This is an optimization exercise on Yosys and OpenROAD, whose aim is small area and a short achievable clock period, not a production implementation.
Where RTL was checked, it was by simulation tests only, not by an equivalence proof against the original.
For run 4, only the layout was checked, not whether the RTL still works.
No activity file was given, so power comes from the tool's default toggle rates.

<file path="design/flow/flow/run.sh">
#!/bin/bash
# Own layout flow: the standard ORFS flow (standard.sh, unchanged synthesis and
# steps) with one change: port buffers use sky130_fd_sc_hd__buf_2 (BUFFER_PORTS_ARGS)
# instead of the cell buffer_ports picks by default. Every input and output port still
# gets its buffer, and later repair may resize it.
# make's full output goes to standard.log here; each ORFS step logs under orfs/logs.
set -euo pipefail
export BUFFER_PORTS_ARGS="-buffer_cell sky130_fd_sc_hd__buf_2"
bash standard.sh > standard.log 2>&1
</file>
<file path="design/flow/standard.sh">
#!/bin/bash
# synth_recipe.tcl (not shown) runs the flow's synth.tcl, then flattens the netlist and writes it again
# the make line also repeats each setting of config.mk as NAME=value (left out here)
make -C /OpenROAD-flow-scripts/flow DESIGN_CONFIG=/design/flow/config.mk WORK_HOME=/design/flow/orfs CLKGATE_MAP_FILE= SYNTH_SCRIPT=/design/flow/synth_recipe.tcl "${@:-finish}"
</file>
<file path="design/flow/config.mk">
export PLATFORM = sky130hd
export DESIGN_NAME = fitness_eval
export DESIGN_NICKNAME = fitness_eval
export VERILOG_FILES = /design/flow/design.v
export SDC_FILE = /design/flow/constraint.sdc
export NUM_CORES = 4
export LEC_CHECK = 0
export CAP_MARGIN = 20
export CORE_MARGIN = 2
export CORE_UTILIZATION = 40
export CTS_BUF_LIST = sky130_fd_sc_hd__clkbuf_8 sky130_fd_sc_hd__clkbuf_16
export CTS_CLUSTER_DIAMETER = 100
export CTS_CLUSTER_SIZE = 30
export PLACE_DENSITY = 0.8
export SETUP_SLACK_MARGIN = 2.9
export SLEW_MARGIN = 20
</file>
<file path="design/flow/constraint.sdc">
create_clock -name core_clock -period 5.0 [get_ports {clk_i}]
set_input_delay 1.0000 -clock core_clock [delete_from_list [all_inputs] [get_ports {clk_i}]]
set_output_delay 1.0000 -clock core_clock [all_outputs]
set_load 0.01 [all_outputs]
</file>
<file path="design/flow/design.v">
module fitness_eval #(
           parameter NUM_PARTICLE_TYPE        = 3  ,
           parameter DATA_WIDTH               = 4  ,
           parameter PARTICLE_LENGTH          = 2  ,
           parameter LATTICE_LENGTH           = 11 ,
           parameter SELF_FIT_LENGTH          = 10 ,
           parameter SELF_ENERGY_VEC_LENGTH   = NUM_PARTICLE_TYPE,
           parameter INTERACTION_MATRIX_LENGTH = (NUM_PARTICLE_TYPE**2),
           parameter INDIVIDUAL_LENGTH        = LATTICE_LENGTH * PARTICLE_LENGTH,
           parameter POP_SIZE                 = 50,
           parameter IDX_WIDTH                = 8,
           parameter PTR_LENGTH               = 2
       ) (
           input clk_i,
           input rst_n,
           input [DATA_WIDTH   -1 : 0 ]                 self_energy_i,
           input [DATA_WIDTH   -1 : 0]                  interact_energy_i,
           input [INDIVIDUAL_LENGTH   -1 :0]            individual_vec_i,
           input  wrSelfEnergyValid_i,
           input  wrInteractEnergyValid_i,
           input  in_valid_i,
           input [IDX_WIDTH -1 :0]  ind_idx_i,
           output reg out_valid_ff_o,
           output reg done_ff_o,
           output reg[SELF_FIT_LENGTH-1:0] total_energy_ff_o,
           output reg[INDIVIDUAL_LENGTH - 1 :0] individual_vec_ff_o,
           output reg[IDX_WIDTH-1:0] ind_wb_idx_ff_o
       );
reg [3:0] r0, r1, r2;
reg [4:0] t_rf [0:8];
wire [3:0] s_cur = wrSelfEnergyValid_i ? self_energy_i : r0;
wire [4:0] t_in  = {1'b0, interact_energy_i} + {2'b00, s_cur[3:1]};
integer i;
always @(posedge clk_i) begin
    if (wrInteractEnergyValid_i) begin
        r2 <= s_cur;
        r1 <= r2;
        r0 <= r1;
        for (i = 0; i < 8; i = i + 1)
            t_rf[i] <= t_rf[i+1];
        t_rf[8] <= t_in;
    end
end
reg v1, v2, v3;
always @(posedge clk_i or negedge rst_n) begin
    if (~rst_n) begin
        v1 <= 1'b0; v2 <= 1'b0; v3 <= 1'b0; out_valid_ff_o <= 1'b0;
    end else begin
        v1 <= in_valid_i; v2 <= v1; v3 <= v2; out_valid_ff_o <= v3;
    end
end
reg [21:0] x1, x2, x3;
reg [7:0]  id1, id2, id3;
always @(posedge clk_i) begin
    x1 <= individual_vec_i; x2 <= x1; x3 <= x2; individual_vec_ff_o <= x3;
    id1 <= ind_idx_i; id2 <= id1; id3 <= id2; ind_wb_idx_ff_o <= id3;
end
reg [5:0] cnt;
always @(posedge clk_i or negedge rst_n) begin
    if (~rst_n) begin
        cnt <= 6'd0; done_ff_o <= 1'b0;
    end else begin
        done_ff_o <= (cnt == 6'd49);
        if (wrInteractEnergyValid_i | wrSelfEnergyValid_i | done_ff_o)
            cnt <= 6'd0;
        else if (v3)
            cnt <= cnt + 6'd1;
    end
end
function [2:0] onehot;
    input [1:0] a;
    begin
        onehot = {a[1], a[0], ~a[1] & ~a[0]};
    end
endfunction
function [3:0] slook;
    input [1:0] a;
    reg [2:0] h;
    begin
        h = onehot(a);
        slook = ({4{h[0]}} & r0) | ({4{h[1]}} & r1) | ({4{h[2]}} & r2);
    end
endfunction
function [5:0] tlook;
    input [1:0] a;
    input [1:0] b;
    reg [2:0] ha, hb;
    reg [4:0] hi;
    integer p, q;
    begin
        ha = onehot(a);
        hb = onehot(b);
        hi = 5'd0;
        for (p = 0; p < 3; p = p + 1)
            for (q = 0; q < 3; q = q + 1)
                hi = hi | ({5{ha[p] & hb[q]}} & t_rf[3*p+q]);
        tlook = {hi, (hb[0] & r0[0]) | (hb[1] & r1[0]) | (hb[2] & r2[0])};
    end
endfunction
function [1:0] site;
    input [21:0] x;
    input integer k;
    begin
        site = x[21-2*k -: 2];
    end
endfunction
function [5:0] tk;
    input [21:0] x;
    input integer k;
    begin
        tk = tlook(site(x,k), site(x,k+1));
    end
endfunction
function [17:0] csa;
    input [8:0] a, b, c;
    begin
        csa = {((a & b) | (a & c) | (b & c)) << 1, a ^ b ^ c};
    end
endfunction
function [8:0] tw;
    input [21:0] x;
    input integer k;
    begin
        tw = {3'b000, tk(x,k)};
    end
endfunction
reg [8:0] a0, a1, a2, a3, a4, a5, a6;
function [3:0] slook3;
    input [1:0] a;
    input [3:0] s0, s1, s2;
    begin
        slook3 = ({4{~a[1] & ~a[0]}} & s0) | ({4{a[0]}} & s1) | ({4{a[1]}} & s2);
    end
endfunction
wire [8:0] a7 = {5'b0, slook3(x2[21:20], r0, r1, r2)};
always @(posedge clk_i) begin
    {a0, a1} <= csa(tw(x1,0), tw(x1,1), tw(x1,2));
    {a2, a3} <= csa(tw(x1,3), tw(x1,4), tw(x1,5));
    {a4, a5} <= csa(tw(x1,6), tw(x1,7), tw(x1,8));
    a6 <= tw(x1,9);
end
wire [8:0] l1a, l1b, l1c, l1d, l2a, l2b, l2c, l2d, l3a, l3b;
assign {l1a, l1b} = csa(a0, a1, a2);
assign {l1c, l1d} = csa(a3, a4, a5);
assign {l2a, l2b} = csa(l1a, l1b, l1c);
assign {l2c, l2d} = csa(l1d, a6, a7);
assign {l3a, l3b} = csa(l2a, l2b, l2c);
reg [8:0] b0, b1, b2;
always @(posedge clk_i) begin
    b0 <= l3a; b1 <= l3b; b2 <= l2d;
end
wire [8:0] c0, c1;
assign {c0, c1} = csa(b0, b1, b2);
always @(posedge clk_i) begin
    total_energy_ff_o <= {1'b0, c0 + c1};
end
endmodule
</file>
==> results of run 1 <==
## routing by layer
metal	share of wire, %	track usage, %	vias to the layer above
met5	0	0	-
met2	46	29.78	667
met1	38	23.44	4138
li1	-	-	3775
met3	12	3.716	146
met4	4.7	7.274	0
## flip-flops by register name, indices dropped and copies added, names as in the netlist, 7 cells and up
register and count:
x2 22, total_energy_ff_o 9, x3 22, ind_wb_idx_ff_o 8
b2 7, x1 22, t_rf 45, b0 7
id1 8, id3 8, id2 8, b1 8
individual_vec_ff_o 22
## cell families after synthesis
family / after synthesis / synth area share [%]
simple gates: 134 / 5.316
mux: 5 / 0.4823
compound gates: 347 / 24.25
buf+inv: 174 / 6.664
flops: 261 / 51.26
other cells: 1 / 0.03285
fa+ha+maj: 71 / 11.01
xor+xnor: 13 / 0.9975
## how the worst max path moves through the flow
stage	from	end	cells after the start
4_1_cts	t_rf[4][3]$_DFFE_PP_	a1[4]$_DFF_P_	5
3_5_place_dp	x1[15]$_DFF_P_	a1[4]$_DFF_P_	5
5_1_grt	t_rf[0][3]$_DFFE_PP_	a3[4]$_DFF_P_	5
6_report	t_rf[0][3]$_DFFE_PP_	a3[4]$_DFF_P_	5
3_3_place_gp	x1[15]$_DFF_P_	a1[4]$_DFF_P_	5
2_1_floorplan	wrSelfEnergyValid_i	t_rf[8][1]$_DFFE_PP_	5
## critical path: cells and delay by family, from the launching register on
family | cells | cell delay, ns
simple gates | 1 | 0.18
flops | 1 | 0.46
fa+ha+maj | 1 | 0.48
compound gates | 3 | 0.99
## power groups by stage
| stage | Sequential [mW] | Combinational (mW) | Clock, mW |
|---|---|---|---|
| finish | 2.75 | 1.81 | 1.31 |
| CTS | 2.77 | 1.71 | 1.35 |
| global route | 2.78 | 2.06 | 1.42 |
| detailed placement | 2.83 | 1.63 | 0 |
| floorplan | 2.68 | 1.28 | 0 |
| global placement | 2.82 | 1.55 | 0 |
## final cells by class
class	instances	area (sq um)
repair buffers	140	977.2
clock inverters	8	96.34
clock buffers	15	375.4
fillers	2553	14970
well taps	378	473.0
flip-flops and latches	261	5913
multi-input cells	571	4925
inverters	54	202.7
## metrics by stage
stage,utilization [%],instances,cell area [sq um],setup WS (ns)
2_1_floorplan,-,1006,11460,2.836
3_3_place_gp,42.46,1356,11860,2.143
3_5_place_dp,42.46,1356,11860,2.056
4_1_cts,44.80,1385,12520,2.852
5_1_grt,46.40,1427,12960,2.754
6_report,46.40,1427,12960,2.773
## timing repair
item | in CTS | in global routing
gates cloned | 1 | 2
pin swaps | 6 | 10
endpoints found under the setup margin | 38 | 27
buffers inserted | 5 | 40
resized for setup | 40 | 27
endpoints found under the hold margin | 0 | 0
## synth_stat cells, types with 9 or more instances
cell	count
a21oi_1	39
a221o_1	20
a221oi_1	9
a222oi_1	22
a22o_1	140
a22oi_1	51
a32oi_1	11
buf_1	15
buf_2	35
clkbuf_1	60
dfrtp_1	11
dfxtp_1	193
edfxtp_1	57
fa_1	49
ha_1	22
inv_1	54
nand2_1	75
nor2_1	19
o21ai_1	22
==> impl_metrics.csv, run 1 <==
group,metric,value,unit
outcome,status,"finished clean",
power,clkPwrFrac,22.3,%
sta,fin_worst_hold_slack,0.3347,ns
placement,numPortBuffers,83,
cells_and_area,final_cell_mix,"dfxtp_1, a22o_1, buf_2, nand2_1, edfxtp_1",
hold_path,min_delay_worst_endpoint,"individual_vec_ff_o[18]$_DFF_P_",
global_route,grt_overflow,0,
clocking,cts-htree-levels,1,
worst_setup_path,slowest_stage,"a222oi_1",
sta,max_freq,449.0,MHz
hold_path,min_path_type,"reg -> reg",
hold_path,min-delay-start,"x3[18]$_DFF_P_",
worst_setup_path,crit_path_max_fanout,2,
clocking,ctsRootBufferMaster,"clkbuf_16",
floorplan,num_rows,61,
power,leakage,5.405,nW
route,avgViaCountPerCell,6.115,
power,power.total,5.879,mW
worst_setup_path,rr_endpoint,"a3[4]$_DFF_P_",
cells_and_area,final_common_cell,"dfxtp_1",
worst_setup_path,crit_chain,"nor3b_1, a221o_1, a222oi_1, o21ai_1, fa_1",
route,post-route-drc-count,0,
sta,grt_setup_unrepaired,"yes",
cells_and_area,syn_to_final_growth,13.56,%
route,totalWireLength,29.79,mm
global_route,grt_util_all_layers,18.12,%
synth,synth_edf_count,57,
worst_setup_path,arrival,2.60,ns
sta,fin_crit,2.227,ns
synth,yosysWarnings,2,
synth,synth_top_area_share,33.85,%
synth,synth.distinct_cells,52,
global_route,grt_start_max_net_pins,47,
power,switching_share,32.84,%
synth,synthesis.area,0.01141,sq mm
worst_setup_path,crit_type,"reg -> reg",
clocking,cts.sinks,261,
clocking,clk_pin_slew,0.11,ns
placement,dp_hpwl,18.45,mm
synth,yosysTopAreaCell,"dfxtp_1",
clocking,ctsHoldBuffers,0,
clocking,clk-insertion-delay-late,0.51,ns
worst_setup_path,slowest_delay,0.53,ns
hold_path,holdPathStages,0,
synth,netlist_instances,1006,
sta,final.period_utilization,44.54,%
power,seqPwrFrac,46.8,%
synth,postSynthAreaPerCell,11.35,sq um
route,drt-pass1-iter-count,7,
cells_and_area,drive_above_1_share,19.83,%
power,internal_power,3.948,mW
sta,tightest_slew,1.072,ns
floorplan,coreArea,0.02793,sq mm
route,antenna_left,0,
synth,synth_nets,1120,
sta,slew_violations,0,
power,p_switching,1.931,mW
route,num_vias,8726,
route,wl_per_cell,20.87,um
global_route,grt_antenna_before_repair,0,
synth,yosysSeqAreaShare,51.26,%
floorplan,die-area,0.02990,sq mm
floorplan,fp.dieH,172.9,um
floorplan,die_w,172.9,um
cells_and_area,final_nets,1156,
power,pwr_density_cell,453.6,mW/mm^2
sta,finalSetupViolations,0,
global_route,grt_pass1_wl,43.93,mm
floorplan,start_util,40.86,%
worst_setup_path,cp-end-kind,"flop",
clocking,tritoncts,"yes",
power,irDropWorstVdd,0.0002826,V
synth,async_flop_share,4.215,%
sta,finalHoldViolCount,0,
worst_setup_path,cp.required,5.37,ns
worst_setup_path,startpoint_type,"flop",
placement,place.gp.congestion,0.9008,
sta,setup_tns,0,ns
clocking,cts-buffers-inserted,14,
floorplan,io_pins,85,
run,cap_violations,0,
global_route,grt_pass1_vias,8069,
clocking,clockBufferDepth,3,
power,pwr-share-comb,30.9,%
synth,ys_seq_elements,261,
worst_setup_path,r2r_start,"t_rf[0][3]$_DFFE_PP_",
sta,skew,0.04509,ns
sta,max_slew_margin,28.54,%
route,drt-initial-drc-count,1610,
worst_setup_path,reg2regPathDepth,5,
cells_and_area,antenna_cells,0,
synth,synth_area_leaders,"dfxtp_1, edfxtp_1, a22o_1",
synth,synth_flop_cell,"dfxtp_1",
worst_setup_path,rrSetupSlack,2.77,ns
==> inputs of run 2 (changes only) <==
--- a/design/flow/config.mk
+++ b/design/flow/config.mk
@@ -14,3 +14,3 @@
 export PLACE_DENSITY = 0.8
-export SETUP_SLACK_MARGIN = 2.9
+export SETUP_SLACK_MARGIN = 2.85
 export SLEW_MARGIN = 20
==> run 2 against run 1 <==
Net effect:
- still clean on timing, DRC and antenna
- global-route usage fell by 0.53 points
- setup slack improved by 0.12 ns
- fmax rose by 5.8%
- worst hold slack got worse by 0.0039 ns
- die area did not move
- final area fell by 3.1%
- area after synthesis did not move
- register-to-register slack improved by 0.12 ns
- cell count fell by 2.2%
- first-iteration DRC count fell by 5.3%
- combinational power fell by 8%
- critical endpoint is now a1[1]$_DFF_P_
==> impl_metrics.csv, run 2 <==
group,metric,value,unit
outcome,status,"finished clean",
placement,numPortBuffers,83,
route,drt-initial-drc-count,1524,
synth,synth_top_area_share,33.85,%
worst_setup_path,worstSetupStartpoint,"t_rf[3][0]$_DFFE_PP_",
clocking,ctsRootBufferMaster,"clkbuf_16",
clocking,cts-buffers-inserted,13,
clocking,cts.sinks,261,
cells_and_area,drive_above_1_share,16.31,%
placement,dp_hpwl,18.36,mm
synth,yosysTopAreaCell,"dfxtp_1",
global_route,grt_start_max_net_pins,40,
floorplan,die-area,0.02990,sq mm
synth,yosysSeqAreaShare,51.26,%
global_route,grt_pass1_vias,7878,
worst_setup_path,rr_endpoint,"a1[1]$_DFF_P_",
sta,max_slew_margin,51.61,%
sta,finalSetupViolations,0,
floorplan,io_pins,85,
sta,grt_setup_unrepaired,"yes",
worst_setup_path,reg2regPathDepth,5,
synth,yosysMostFrequentCell,"dfxtp_1",
clocking,cts-htree-levels,1,
sta,tightest_slew,0.7249,ns
hold_path,min-delay-start,"x3[19]$_DFF_P_",
worst_setup_path,startpoint_type,"flop",
worst_setup_path,cp-end-kind,"flop",
synth,yosysWarnings,2,
route,totalWireLength,27.79,mm
run,cap_violations,0,
synth,postSynthAreaPerCell,11.35,sq um
route,wl_per_cell,19.90,um
synth,synth_area_leaders,"dfxtp_1, edfxtp_1, a22o_1",
route,antenna_left,0,
cells_and_area,final_nets,1125,
worst_setup_path,crit_path_max_fanout,11,
power,power.total,5.661,mW
hold_path,min_delay_worst_endpoint,"individual_vec_ff_o[19]$_DFF_P_",
cells_and_area,final_cell_mix,"dfxtp_1, a22o_1, buf_2, nand2_1",
route,post-route-drc-count,0,
cells_and_area,multi_input_comb_area,0.004897,sq mm
route,drt-pass1-iter-count,7,
power,pwr_density_cell,450.7,mW/mm^2
synth,synthesis.area,0.01141,sq mm
clocking,clk_pin_slew,0.11,ns
synth,synth.distinct_cells,52,
global_route,grt_pass1_wl,42.90,mm
cells_and_area,final_common_cell,"dfxtp_1",
sta,finalHoldViolCount,0,
worst_setup_path,r2r_start,"t_rf[3][0]$_DFFE_PP_",
synth,async_flop_share,4.215,%
sta,fin_crit,2.104,ns
worst_setup_path,cp.required,5.45,ns
cells_and_area,fill_cells,2560,
cells_and_area,syn_to_final_growth,10.04,%
synth,synth_flop_cell,"dfxtp_1",
global_route,grt_overflow,0,
synth,netlist_top_cells_count,"dfxtp_1, a22o_1, nand2_1",
sta,worst_slack,2.896,ns
sta,slew_violations,0,
worst_setup_path,rrSetupSlack,2.90,ns
floorplan,fp.dieH,172.9,um
synth,synth_edf_count,57,
clocking,clockBufferDepth,3,
floorplan,num_rows,61,
cells_and_area,register_area,0.005897,sq mm
floorplan,die_w,172.9,um
floorplan,start_util,40.86,%
synth,synth_nets,1120,
placement,place.gp.congestion,0.8616,
floorplan,coreArea,0.02793,sq mm
clocking,ctsHoldBuffers,0,
sta,setup_tns,0,ns
placement,pre_cts_slack,2.056,ns
route,num_vias,8344,
global_route,grt_util_all_layers,17.59,%
sta,skew,0.02102,ns
synth,ys_seq_elements,261,
global_route,grt_antenna_before_repair,0,
hold_path,min_path_type,"reg -> reg",
hold_path,holdPathStages,0,
clocking,clk-insertion-delay-late,0.50,ns
power,irDropWorstVdd,0.0002025,V
route,avgViaCountPerCell,5.977,
clocking,tritoncts,"yes",
worst_setup_path,arrival,2.56,ns
cells_and_area,antenna_cells,0,
power,leakage,5.210,nW
worst_setup_path,crit_type,"reg -> reg",
synth,netlist_instances,1006,
sta,max_freq,475.2,MHz
sta,final.period_utilization,42.09,%
cells_and_area,regMostFlops,"t_rf",
cells_and_area,largest_register_ffs,45,
==> run 2: worst max-delay path, stage by stage, from the launching register on <==
cell      delay [ns]
edfxtp_1        0.63
a22o_1          0.29
a32o_1          0.20
a221oi_1        0.24
o21ai_1         0.16
fa_1            0.54
==> run 2: how the worst max path moves through the flow <==
stage	to	slack (ns)	cells after the start
finish	a1[1]$_DFF_P_	2.90	5
global route	a1[4]$_DFF_P_	2.80	5
CTS	a1[4]$_DFF_P_	2.80	5
detailed placement	a1[4]$_DFF_P_	2.06	5
global placement	a1[2]$_DFF_P_	2.20	6
floorplan	t_rf[8][1]$_DFFE_PP_	2.84	5
==> run 2: cells by family (layout without fill, tap and decap cells) <==
logic type	Yosys count	count (layout)	synth area share [%]
xor gates and xnor gates	13	13	0.9975
and+or+nand+nor	134	134	5.316
muxes	5	5	0.4823
AOI/OAI and AO/OA	347	347	24.25
DFF	261	261	51.26
other	1	1	0.03285
buffers and inverters	174	186	6.664
adders and majority gates	71	71	11.01
==> run 2: layer usage <==
metal / track usage [%] / vias to the layer above / part of all wire [%]
met5: 0 / - / 0
met4: 7.874 / 0 / 4.4
met3: 2.880 / 116 / 9.9
met2: 28.40 / 552 / 46
met1: 23.32 / 3968 / 40
li1: - / 3708 / -
==> run 2: cell type report <==
class | instances | area share (%)
Inverter | 54 | 1.614
Tap cell | 378 | 3.765
Multi-Input combinational cell | 571 | 38.99
Timing Repair Buffer | 110 | 5.449
Clock buffer | 14 | 2.699
Clock inverter | 8 | 0.5379
Sequential cell | 261 | 46.95
==> run 2: stage by stage <==
stage	hold WS [ns]	util, %	cell area [sq um]	instances
global placement	0.3095	42.48	11870	1357
global route	0.3409	44.97	12560	1396
floorplan	0.3096	-	11460	1006
CTS	0.3313	44.20	12350	1381
finish	0.3308	44.97	12560	1396
detailed placement	0.3121	42.48	11870	1357
==> run 2: repair_timing <==
item	4_1_cts	5_1_grt
cloned	0	0
buffers inserted	2	15
resized for setup	26	22
hold endpoints to repair	0	0
endpoints found under the setup margin	37	33
pin swaps	1	3
==> run 2: power by group <==
part / total (mW) / switching (mW) / internal (mW) / leakage [nW]
Sequential: 2.78 / 0.273 / 2.50 / 2.33
Combinational: 1.67 / 0.873 / 0.797 / 2.66
Clock: 1.21 / 0.693 / 0.521 / 0.214
Total: 5.66 / 1.84 / 3.82 / 5.21
==> inputs of run 3 (changes only) <==
--- a/design/flow/config.mk
+++ b/design/flow/config.mk
@@ -10,7 +10,7 @@
 export CORE_UTILIZATION = 40
-export CTS_BUF_LIST = sky130_fd_sc_hd__clkbuf_8 sky130_fd_sc_hd__clkbuf_16
-export CTS_CLUSTER_DIAMETER = 100
-export CTS_CLUSTER_SIZE = 30
+export CTS_BUF_LIST = sky130_fd_sc_hd__clkbuf_8
+export CTS_CLUSTER_DIAMETER = 60
+export CTS_CLUSTER_SIZE = 12
 export PLACE_DENSITY = 0.8
-export SETUP_SLACK_MARGIN = 2.85
+export SETUP_SLACK_MARGIN = 2.8
 export SLEW_MARGIN = 20
==> run 3 against run 2 <==
Net effect:
- critical path depth up 2
- register-to-register slack got worse by 0.02 ns
- total power is 2.7% higher
- highest routed layer unchanged
- critical path type unchanged
- sequential share of layout area fell by 0.18 points
- largest power group unchanged
- utilization rose by 0.16 points
- via count is essentially flat
==> impl_metrics.csv, run 3 <==
group,metric,value,unit
placement,place.gp.congestion,0.8891,
floorplan,fp.dieH,172.9,um
floorplan,die_w,172.9,um
cells_and_area,multi_input_comb_area,0.004856,sq mm
cells_and_area,largest_register_ffs,45,
sta,slew_violations,0,
placement,dp_hpwl,17.90,mm
worst_setup_path,crit_chain,"buf_12, nor2_2, buf_4, a22o_1, a222oi_1, nand2_1, fa_1",
route,avgViaCountPerCell,5.897,
clocking,ctsRootBufferMaster,"clkbuf_8",
outcome,status,"finished clean",
route,antenna_left,0,
synth,ys_seq_elements,261,
cells_and_area,layout.cells.non_filler,1416,
clocking,clockBufferDepth,3,
synth,synth_flop_cell,"dfxtp_1",
worst_setup_path,slowest_stage,"fa_1",
worst_setup_path,path_delay_family,"compound AO/OA/AOI/OAI gates",
route,num_vias,8350,
synth,synth.distinct_cells,52,
synth,synthesis.area,0.01141,sq mm
floorplan,io_pins,85,
placement,dp_cells,1362,
sta,finalHoldViolCount,0,
clocking,cts-htree-levels,1,
cells_and_area,syn_to_final_growth,10.42,%
cells_and_area,register_area,0.005894,sq mm
cells_and_area,regMostFlops,"t_rf",
sta,final.period_utilization,42.50,%
sta,finalSetupViolations,0,
worst_setup_path,crit_path_max_fanout,15,
synth,netlist_top_cells_count,"dfxtp_1, a22o_1, nand2_1",
hold_path,min_path_type,"in -> async",
global_route,met1_usage,25.24,%
power,irDropWorstVdd,0.0001947,V
global_route,grt_antenna_before_repair,0,
global_route,grt_most_used_layer,"met2",
synth,async_flop_share,4.215,%
floorplan,num_rows,61,
sta,setup_tns,0,ns
synth,yosysTopAreaCell,"dfxtp_1",
sta,max_slew_margin,46.58,%
floorplan,coreArea,0.02793,sq mm
worst_setup_path,cp.required,5.54,ns
cells_and_area,antenna_cells,0,
synth,synth_top_area_share,33.85,%
cells_and_area,drive_above_1_share,16.47,%
clocking,clk-insertion-delay-late,0.60,ns
synth,synth_area_leaders,"dfxtp_1, edfxtp_1, a22o_1",
floorplan,start_util,40.86,%
clocking,ctsHoldBuffers,0,
clocking,cts-buffers-inserted,27,
synth,yosysWarnings,2,
route,drt-pass1-iter-count,6,
synth,synth_edf_count,57,
clocking,clk_pin_slew,0.09,ns
route,post-route-drc-count,0,
synth,postSynthAreaPerCell,11.35,sq um
run,cap_violations,0,
cells_and_area,final_common_cell,"dfxtp_1",
clocking,cts.sinks,261,
sta,tightest_slew,0.7984,ns
synth,yosysSeqAreaShare,51.26,%
worst_setup_path,arrival,2.67,ns
cells_and_area,final_nets,1137,
synth,synth_nets,1120,
clocking,tritoncts,"yes",
worst_setup_path,startpoint_type,"flop",
worst_setup_path,path_buf_inv,2,
floorplan,die-area,0.02990,sq mm
synth,yosysMostFrequentCell,"dfxtp_1",
sta,grt_setup_unrepaired,"no",
route,totalWireLength,28.46,mm
route,drt-initial-drc-count,1128,
global_route,grt_start_max_net_pins,59,
synth,netlist_instances,1006,
sta,max_freq,470.6,MHz
global_route,grt_pass1_vias,8079,
global_route,grt_util_all_layers,18.26,%
global_route,grt_overflow,0,
worst_setup_path,crit_type,"reg -> reg",
placement,dpl-instance-area,0.01187,sq mm
sta,skew,0.02545,ns
route,wl_per_cell,20.10,um
sta,fin_crit,2.125,ns
cells_and_area,final_cell_mix,"dfxtp_1, a22o_1, buf_2, nand2_1, inv_1",
placement,numPortBuffers,83,
worst_setup_path,cp-end-kind,"flop",
sta,fin_worst_hold_slack,0.2621,ns
power,leakage,5.286,nW
power,pwr_density_cell,461.4,mW/mm^2
worst_setup_path,slowest_delay,0.54,ns
cells_and_area,fill_cells,2592,
global_route,use_met3,3.342,%
global_route,grt_pass1_wl,44.39,mm
global_route,groute.layer.met2.usage,28.27,%
cells_and_area,stdcell_area,0.01260,sq mm
-- run 3: cell counts after synthesis --
No cell type changed its count.
-- run 3: logic make-up after synthesis --
| group | after synthesis | synth area share (%) |
|---|---|---|
| compound gates | 347 | 24.25 |
| flops | 261 | 51.26 |
| buf+inv | 174 | 6.664 |
| simple gates | 134 | 5.316 |
| fa+ha+maj | 71 | 11.01 |
| xor+xnor | 13 | 0.9975 |
| mux | 5 | 0.4823 |
| other cells | 1 | 0.03285 |
-- run 3: power by group --
part | switching (mW) | internal (mW)
registers | 0.263 | 2.50
logic | 0.922 | 0.819
clock network | 0.730 | 0.576
-- run 3: layout make-up --
cell class / instances / share of cell area (%)
Clock buffer: 28 / 3.057
Multi-Input combinational cell: 571 / 38.52
Clock inverter: 16 / 0.8537
Sequential cell: 261 / 46.76
Timing Repair Buffer: 108 / 5.440
Inverter: 54 / 1.608
Tap cell: 378 / 3.752
-- run 3: layer usage --
layer	part of all wire, %	wire length (um)	vias up
met1	41	11530	3969
li1	-	-	3742
met5	0	0	-
met4	3.5	983	0
met3	11	3153	89
met2	45	12800	550
-- run 3: timing repair --
action | in CTS | in global routing
gates resized for setup | 18 | 25
gates cloned | 0 | 2
pin swaps | 0 | 4
endpoints found under the hold margin | 0 | 0
setup buffers | 0 | 8
setup endpoints to repair | 30 | 23
-- run 3: stage by stage --
stage	util [%]	power [mW]	worst slack, ns
3_3_place_gp	42.49	4.444	2.133
3_5_place_dp	42.49	4.529	2.045
4_1_cts	44.39	5.849	2.802
5_1_grt	45.12	6.254	2.789
6_report	45.12	5.816	2.875
2_1_floorplan	-	3.950	2.800
-- run 3: path summary, 6_finish.rpt --
check	slack (ns)	startpoint	depth (start not counted)	end
worst max-delay path	2.88	x1[9]$_DFF_P_	7	a3[5]$_DFF_P_
worst min-delay path	0.26	rst_n	1	cnt[5]$_DFFE_PN0P_
worst max register to register	2.88	x1[9]$_DFF_P_	7	a3[5]$_DFF_P_
worst min register to register	0.32	x3[14]$_DFF_P_	0	individual_vec_ff_o[14]$_DFF_P_
max in group asynchronous	4.55	rst_n	1	cnt[4]$_DFFE_PN0P_
min in group core_clock	0.32	x3[14]$_DFF_P_	0	individual_vec_ff_o[14]$_DFF_P_
==> inputs of run 4 (changes only) <==
--- a/design/flow/design.v
+++ b/design/flow/design.v
@@ -119,2 +119,25 @@
 endfunction
+reg [10:0] z1;
+always @(posedge clk_i) begin
+    for (i = 0; i < 11; i = i + 1)
+        z1[i] <= ~individual_vec_i[21-2*i] & ~individual_vec_i[20-2*i];
+end
+function [5:0] tlookz;
+    input [1:0] a;
+    input       za;
+    input [1:0] b;
+    input       zb;
+    reg [2:0] ha, hb;
+    reg [4:0] hi;
+    integer p, q;
+    begin
+        ha = {a[1], a[0], za};
+        hb = {b[1], b[0], zb};
+        hi = 5'd0;
+        for (p = 0; p < 3; p = p + 1)
+            for (q = 0; q < 3; q = q + 1)
+                hi = hi | ({5{ha[p] & hb[q]}} & t_rf[3*p+q]);
+        tlookz = {hi, (hb[0] & r0[0]) | (hb[1] & r1[0]) | (hb[2] & r2[0])};
+    end
+endfunction
 function [8:0] tw;
@@ -123,3 +146,3 @@
     begin
-        tw = {3'b000, tk(x,k)};
+        tw = {3'b000, tlookz(site(x,k), z1[k], site(x,k+1), z1[k+1])};
     end
--- a/design/flow/config.mk
+++ b/design/flow/config.mk
@@ -10,6 +10,5 @@
 export CORE_UTILIZATION = 40
-export CTS_BUF_LIST = sky130_fd_sc_hd__clkbuf_8
-export CTS_CLUSTER_DIAMETER = 60
-export CTS_CLUSTER_SIZE = 12
-export PLACE_DENSITY = 0.8
+export CTS_BUF_LIST = sky130_fd_sc_hd__clkbuf_8 sky130_fd_sc_hd__clkbuf_16
+export CTS_CLUSTER_DIAMETER = 100
+export CTS_CLUSTER_SIZE = 30
 export SETUP_SLACK_MARGIN = 2.8
==> run 4 against run 3 <==
Net effect:
- still clean on timing, DRC and antenna
- count of clock-buffer cells in the layout decreased by 15
- clock skew decreased by 0.0028 ns
- setup slack got worse by 0.034 ns
- global-route usage increased by 0.84 points
- sequential power increased by 4%
- register-to-register slack got worse by 0.03 ns
- highest routed layer unchanged
==> impl_metrics.csv, run 4 <==
group,metric,value,unit
outcome,status,"finished clean",
power,pwr_density_cell,474.4,mW/mm^2
worst_setup_path,startpoint_type,"flop",
sta,max_slew_margin,45.99,%
power,leakage,5.072,nW
worst_setup_path,path_delay_family,"flip-flops",
synth,netlist_top_cells_count,"dfxtp_1, inv_1, a22o_1",
route,post-route-drc-count,0,
synth,ys_seq_elements,272,
synth,synth_edf_count,57,
placement,dp_cells,1328,
hold_path,min_path_type,"reg -> reg",
placement,dp_hpwl,19.32,mm
worst_setup_path,arrival,2.55,ns
cells_and_area,final_nets,1097,
route,wl_per_cell,21.28,um
sta,finalHoldViolCount,0,
global_route,grt_start_max_net_pins,59,
synth,netlist_instances,973,
floorplan,die-area,0.02977,sq mm
placement,numPortBuffers,83,
sta,finalSetupViolations,0,
worst_setup_path,crit_chain,"inv_1, o22ai_1, a21oi_1, o21ai_0, fa_1",
floorplan,io_pins,85,
sta,max_freq,463.3,MHz
sta,setup_tns,0,ns
worst_setup_path,cp.required,5.39,ns
floorplan,die_w,172.5,um
cells_and_area,layout.cells.non_filler,1367,
sta,grt_setup_unrepaired,"yes",
worst_setup_path,slowest_delay,0.76,ns
synth,synth_nets,1087,
worst_setup_path,crit_path_max_fanout,15,
floorplan,fp.dieH,172.5,um
route,drt-initial-drc-count,1852,
sta,skew,0.02261,ns
route,totalWireLength,29.09,mm
route,num_vias,8316,
sta,fin_crit,2.159,ns
synth,yosysWarnings,2,
global_route,grt_antenna_before_repair,0,
cells_and_area,final_common_cell,"dfxtp_1",
worst_setup_path,cp-end-kind,"flop",
cells_and_area,regMostFlops,"t_rf",
synth,synth.distinct_cells,40,
synth,yosysSeqAreaShare,53.43,%
route,antenna_left,0,
sta,tightest_slew,0.8090,ns
floorplan,start_util,40.79,%
sta,slew_violations,0,
clocking,cts-htree-levels,1,
synth,synth_flop_cell,"dfxtp_1",
route,avgViaCountPerCell,6.083,
global_route,grt_util_all_layers,19.10,%
clocking,cts-buffers-inserted,13,
floorplan,num_rows,61,
worst_setup_path,crit_type,"reg -> reg",
synth,yosysMostFrequentCell,"dfxtp_1",
clocking,ctsRootBufferMaster,"clkbuf_16",
clocking,cts.sinks,272,
clocking,ctsHoldBuffers,0,
placement,place.gp.congestion,0.9105,
global_route,grt_pass1_vias,7896,
worst_setup_path,slowest_stage,"dfxtp_1",
worst_setup_path,path_buf_inv,1,
synth,yosysTopAreaCell,"dfxtp_1",
sta,final.period_utilization,43.17,%
worst_setup_path,rrSetupSlack,2.84,ns
cells_and_area,syn_to_final_growth,8.336,%
run,cap_violations,0,
cells_and_area,drive_above_1_share,14.78,%
clocking,clk-insertion-delay-late,0.51,ns
sta,fin_worst_hold_slack,0.3160,ns
clocking,tritoncts,"yes",
floorplan,coreArea,0.02786,sq mm
clocking,clk_pin_slew,0.12,ns
route,drt-pass1-iter-count,14,
cells_and_area,largest_register_ffs,45,
cells_and_area,final_cell_mix,"dfxtp_1, inv_1, buf_2, a22o_1, a22oi_1",
synth,postSynthAreaPerCell,11.68,sq um
synth,synth_area_leaders,"dfxtp_1, edfxtp_1, fa_1",
synth,synthesis.area,0.01136,sq mm
power,irDropWorstVdd,0.0002443,V
clocking,clockBufferDepth,3,
synth,synth_top_area_share,35.94,%
global_route,grt_overflow,0,
synth,async_flop_share,4.044,%
global_route,grt_pass1_wl,45.91,mm
## run 4: area by class of cell
cell class	instances	area (sq um)
Antenna cell	1	2.502
Clock buffer	13	325.3
Sequential cell	272	6092
Multi-Input combinational cell	503	4462
Fill cell	2581	15550
Tap cell	378	473.0
Clock inverter	7	51.30
Inverter	90	337.8
Timing Repair Buffer	103	565.5
## run 4: path summary, 6_finish.rpt
check	from	endpoint	cells after the start
max	x1[8]$_DFF_P_	a5[5]$_DFF_P_	5
min	x2[14]$_DFF_P_	x3[14]$_DFF_P_	0
max reg2reg	x1[8]$_DFF_P_	a5[5]$_DFF_P_	5
min reg2reg	x2[14]$_DFF_P_	x3[14]$_DFF_P_	0
max in group asynchronous	rst_n	cnt[3]$_DFFE_PN0P_	1
min in group asynchronous	rst_n	done_ff_o$_DFF_PN0_	1
## run 4: logic make-up after synthesis
group | after synthesis | share of synthesized area (%)
AO/OA/AOI/OAI | 343 | 23.62
flip-flops | 272 | 53.43
buffers and inverters | 198 | 7.444
adder cells (fa/ha/maj) | 71 | 11.06
AND/OR/NAND/NOR | 70 | 2.929
XOR/XNOR | 13 | 1.002
multiplexers | 5 | 0.4845
other | 1 | 0.03300
## run 4: timing repair
item                       in CTS  in global routing
pin swaps                       0                  4
resized for setup               2                 16
setup endpoints to repair       2                 22
buffers inserted                0                 18
## run 4: routing by layer
metal | global-route usage (%) | vias to the layer above | part of all wire [%]
met2 | 28.10 | 610 | 43
met3 | 3.584 | 92 | 11
met5 | 0 | - | 0
met1 | 27.81 | 3976 | 42
li1 | - | 3638 | -
met4 | 7.479 | 0 | 3.6
## run 4: worst reg2reg max path, delay by kind of cell (launching register included)
family / cells / cell delay [ns]
DFF: 1 / 0.76
adders and majority gates: 1 / 0.46
buffers and inverters: 1 / 0.36
AOI/OAI and AO/OA: 3 / 0.47
## run 4: per-stage QoR
step,setup slack [ns],total power [mW],utilization [%],cell area (sq um)
2_1_floorplan,2.800,4.084,-,11370
3_3_place_gp,2.534,4.665,42.25,11770
3_5_place_dp,2.495,4.682,42.25,11770
4_1_cts,2.803,5.891,43.61,12150
5_1_grt,2.775,6.262,44.18,12310
6_report,2.841,5.839,44.19,12310
## run 4: power by group
group / leakage [nW] / switching, mW / internal [mW]
logic: 2.45 / 0.941 / 0.821
clock network: 0.196 / 0.695 / 0.492
registers: 2.42 / 0.290 / 2.60
total: 5.07 / 1.93 / 3.91

[port drivers added, routing unchanged]
In the flow no input, the clock included, has a driving cell. The finished layouts below were timed again as built, in two steps. Step 1 (the two cells are an assumption about what drives the block):
set clk [get_ports {clk_i}]
set_driving_cell -lib_cell sky130_fd_sc_hd__clkbuf_16 $clk
set_driving_cell -lib_cell sky130_fd_sc_hd__buf_2 [delete_from_list [all_inputs] $clk]
Step 2 times the ports against the registers' clock, not the clock port: input delays grow and output delays shrink by t, the midpoint of the rising clock arrivals with the driver on. Three values: no drivers, after step 1, after step 2; two values: the first two.
run	shift t [ns]	slack for setup (ns)	hold WS [ns]
run 1	0.538	2.773 / 2.773 / 2.523	0.335 / 0.310 / 0.335
run 2	0.540	2.896 / 2.896 / 2.521	0.331 / 0.318 / 0.331
run 3	0.625	2.875 / 2.856 / 2.497	0.262 / 0.243 / 0.322
run 4	0.542	2.841 / 2.841 / 2.499	0.316 / 0.316 / 0.316
After both steps setup and hold are still met in every run listed. For run 3, which loses most, drivers alone change the setup slack by -0.019 ns; drivers and shift together by -0.378 ns.
